This design comes from an exercise in tuning for small area, a short achievable clock period and few clock cycles per item on the open sky130 flow, not from production work.
In this exercise RTL edits were held to simulation tests only and were not proved equivalent to the original.
Power is estimated from default activity; no workload was simulated.

== build 68 ==
// projectCPU2020
module projectCPU2020(
  clk,
  rst,
  wrEn,
  data_fromRAM,
  addr_toRAM,
  data_toRAM,
  PC,
  W
);
Size in the first run: ~34 flip-flops, ~3800 sq um of cells after synthesis.
Settings: LEC_CHECK=0, CAP_MARGIN=20, CORE_MARGIN=2, CORE_UTILIZATION=55, SETUP_SLACK_MARGIN=2.2, SLEW_MARGIN=20; clock period 6.0 ns.
standard.sh (not shown) runs the stock make flow with config.mk's settings and CLKGATE_MAP_FILE= SYNTH_SCRIPT=/design/flow/synth_recipe.tcl, a recipe that flattens the netlist after the stock synthesis.
==> flow/flow/run.sh <==
#!/bin/bash
# The standard layout, with these changes:
#  - synthesis runs ORFS's own synth.tcl, patched (patch_synth.py) so that
#    ABC first maps the logic cone of the memory outputs (addr_toRAM, wrEn)
#    on its own with the standard speed script, then maps the rest with
#    flow/main.abc (area recovery under a delay target) in place of
#    abc_speed.script, and without full-adder extraction. The registers,
#    their cells and names are those of the standard synthesis.
#  - the buffers ABC inserted are removed at floorplan (REMOVE_ABC_BUFFERS),
#    leaving buffering to the resizer.
#  - the ports get plain buffers (buf_1) instead of delay cells.
# Each tool's output goes to make_synth.log and make_layout.log here (and
# ORFS's own per-step logs under orfs/logs).
set -euo pipefail
here=$(pwd)
rm -rf "$here/scripts_custom"
cp -r "$FLOW_HOME/scripts" "$here/scripts_custom"
python3 "$here/flow/patch_synth.py" "$here/scripts_custom/synth.tcl"
cp "$FLOW_HOME/scripts/abc_speed.script" "$here/scripts_custom/abc_fast.script"
if [[ -f "$here/flow/main.abc" ]]; then cp "$here/flow/main.abc" "$here/scripts_custom/abc_speed.script"; fi
if [[ -f "$here/flow/no_extract_fa" ]]; then export NO_EXTRACT_FA=1; fi
SCRIPTS_DIR="$here/scripts_custom" bash standard.sh synth > make_synth.log 2>&1
unset NO_EXTRACT_FA
export REMOVE_ABC_BUFFERS=1
export BUFFER_PORTS_ARGS="-buffer_cell sky130_fd_sc_hd__buf_1"
bash standard.sh > make_layout.log 2>&1
==> flow/flow/main.abc <==
strash
balance -l; resub -K 6 -l; rewrite -l; resub -K 6 -N 2 -l; refactor -l; resub -K 8 -l; balance -l; resub -K 8 -N 2 -l; rewrite -l; resub -K 10 -l; rewrite -z -l; resub -K 10 -N 2 -l; balance -l; resub -K 12 -l; refactor -z -l; resub -K 12 -N 2 -l; rewrite -z -l; balance -l
dch
map -D 1000
topo
stime -p
==> flow/flow/no_extract_fa <==
present: synthesis skips full-adder extraction
==> flow/flow/patch_synth.py <==
import sys
p = sys.argv[1]
s = open(p).read()
old = "  log_cmd abc {*}$abc_args\n"
new = '''  # the cone of the memory address and write enable: map it on its own first
  select -set oc o:wrEn o:addr_toRAM %ci*:-sky130_fd_sc_hd__dfxtp_1
  log_cmd abc {*}[lreplace $abc_args 1 1 $::env(SCRIPTS_DIR)/abc_fast.script] @oc
  select -clear
  log_cmd abc {*}$abc_args
'''
assert s.count(old) == 1
s = s.replace(old, new)
old = "  extract_fa {*}[dont_use_extract_fa_args]\n"
assert s.count(old) == 1
s = s.replace(old, "  if {![info exists ::env(NO_EXTRACT_FA)]} { extract_fa {*}[dont_use_extract_fa_args] }\n")
open(p, 'w').write(s)
Testbench counts of build 68, summed over its fixed seeds: cycles 56,242, instructions 26,571.
For build 48, these inputs were changed with respect to build 68:
- CORE_UTILIZATION now 40, was 55
- SETUP_SLACK_MARGIN now 2.8, was 2.2
==> flow/flow/run.sh <==
#!/bin/bash
# The standard layout, with two changes:
#  - synthesis runs ORFS's own synth.tcl, patched (patch_synth.py) so that
#    ABC first maps the logic cone of the memory outputs (addr_toRAM, wrEn)
#    on its own, then the rest; optionally without full-adder extraction.
#    The registers, their cells and names are those of the standard synthesis.
#  - the ports get plain buffers (buf_1) instead of delay cells.
set -euo pipefail
here=$(pwd)
rm -rf "$here/scripts_custom"
cp -r "$FLOW_HOME/scripts" "$here/scripts_custom"
python3 "$here/flow/patch_synth.py" "$here/scripts_custom/synth.tcl"
cp "$FLOW_HOME/scripts/abc_speed.script" "$here/scripts_custom/abc_fast.script"
if [[ -f "$here/flow/main.abc" ]]; then cp "$here/flow/main.abc" "$here/scripts_custom/abc_speed.script"; fi
if [[ -f "$here/flow/no_extract_fa" ]]; then export NO_EXTRACT_FA=1; fi
SCRIPTS_DIR="$here/scripts_custom" bash standard.sh synth > make_synth.log 2>&1
unset NO_EXTRACT_FA
export BUFFER_PORTS_ARGS="-buffer_cell sky130_fd_sc_hd__buf_1"
bash standard.sh > make_layout.log 2>&1
removed: flow/flow/main.abc
==> comparison <==
[build 48 vs build 68] setup slack of the critical path after layout: higher in build 48. Build 48 vs build 68: longest individual stage delay on the worst path down in build 48. Build 48 ends up with a filler cell count that is 63% higher than in build 68. Measured against each other, build 68 and build 48 differ in slew at the pin closest to its max-slew limit, the lower figure coming from build 48.
[inputs] build 5 vs build 48
- swapping 2.8 for 1.5 in SETUP_SLACK_MARGIN
==> flow/flow/run.sh <==
#!/bin/bash
# The standard layout, except:
#  - synthesis is ORFS's own synthesis script, run with a different ABC
#    script (flow/remap.abc: area recovery under a delay target) in place of
#    abc_speed.script; everything else in synthesis, and the registers, stay
#    as the standard synthesis makes them;
#  - the ports get plain buffers (buf_1) instead of delay cells.
set -euo pipefail
here=$(pwd)
rm -rf "$here/scripts_custom"
cp -r "$FLOW_HOME/scripts" "$here/scripts_custom"
cp "$here/flow/remap.abc" "$here/scripts_custom/abc_speed.script"
SCRIPTS_DIR="$here/scripts_custom" bash standard.sh synth > make_synth.log 2>&1
export BUFFER_PORTS_ARGS="-buffer_cell sky130_fd_sc_hd__buf_1"
bash standard.sh > make_layout.log 2>&1
==> flow/flow/remap.abc (new file) <==
strash
balance -l; resub -K 6 -l; rewrite -l; resub -K 6 -N 2 -l; refactor -l; resub -K 8 -l; balance -l; resub -K 8 -N 2 -l; rewrite -l; resub -K 10 -l; rewrite -z -l; resub -K 10 -N 2 -l; balance -l; resub -K 12 -l; refactor -z -l; resub -K 12 -N 2 -l; rewrite -z -l; balance -l
dch
map -D 1000
topo
removed: flow/flow/no_extract_fa
removed: flow/flow/patch_synth.py
- Build 5: proportion of power drawn by combinational gates is 2.9 points lower than what build 48 reported.
- Between build 48 and build 5, the number of sequential cells does not differ in any meaningful way.
- Build 5 vs build 48 — combinational power dropped about 30%.
- Build 5 against build 48: growth of design area from synthesis to finish down 16 points; final cycle utilization of the critical path up 13 points; routed length on met1 flat.

[separate check: timing with driven ports]
The results above use ideal ports. As a check the final layouts listed here were re-extracted and re-timed, cells and wires unchanged.
Step 1 assumes that a clkbuf_16 drives the clock port and a buf_2 every other input.
Step 2, shift: input delay + t, output delay - t, t = (earliest + latest rising clock arrival at the registers) / 2. This alone moves slack from input paths to output paths.
Three values: ideal ports, drivers, drivers and shift; two values: the first two.
run	shift t [ns]	setup slack, ns	clock arrival spread, ns
build 68	0.331	2.277 / 2.281 / 1.958	0.010 / 0.009
build 48	0.327	2.488 / 2.493 / 2.166	0.006 / 0.006
build 5	0.333	1.682 / 1.689 / 1.357	0.011 / 0.011
After both steps every run listed still meets setup and hold. For build 5, which loses most, drivers alone change the setup slack by +0.007 ns; drivers and shift together by -0.325 ns.
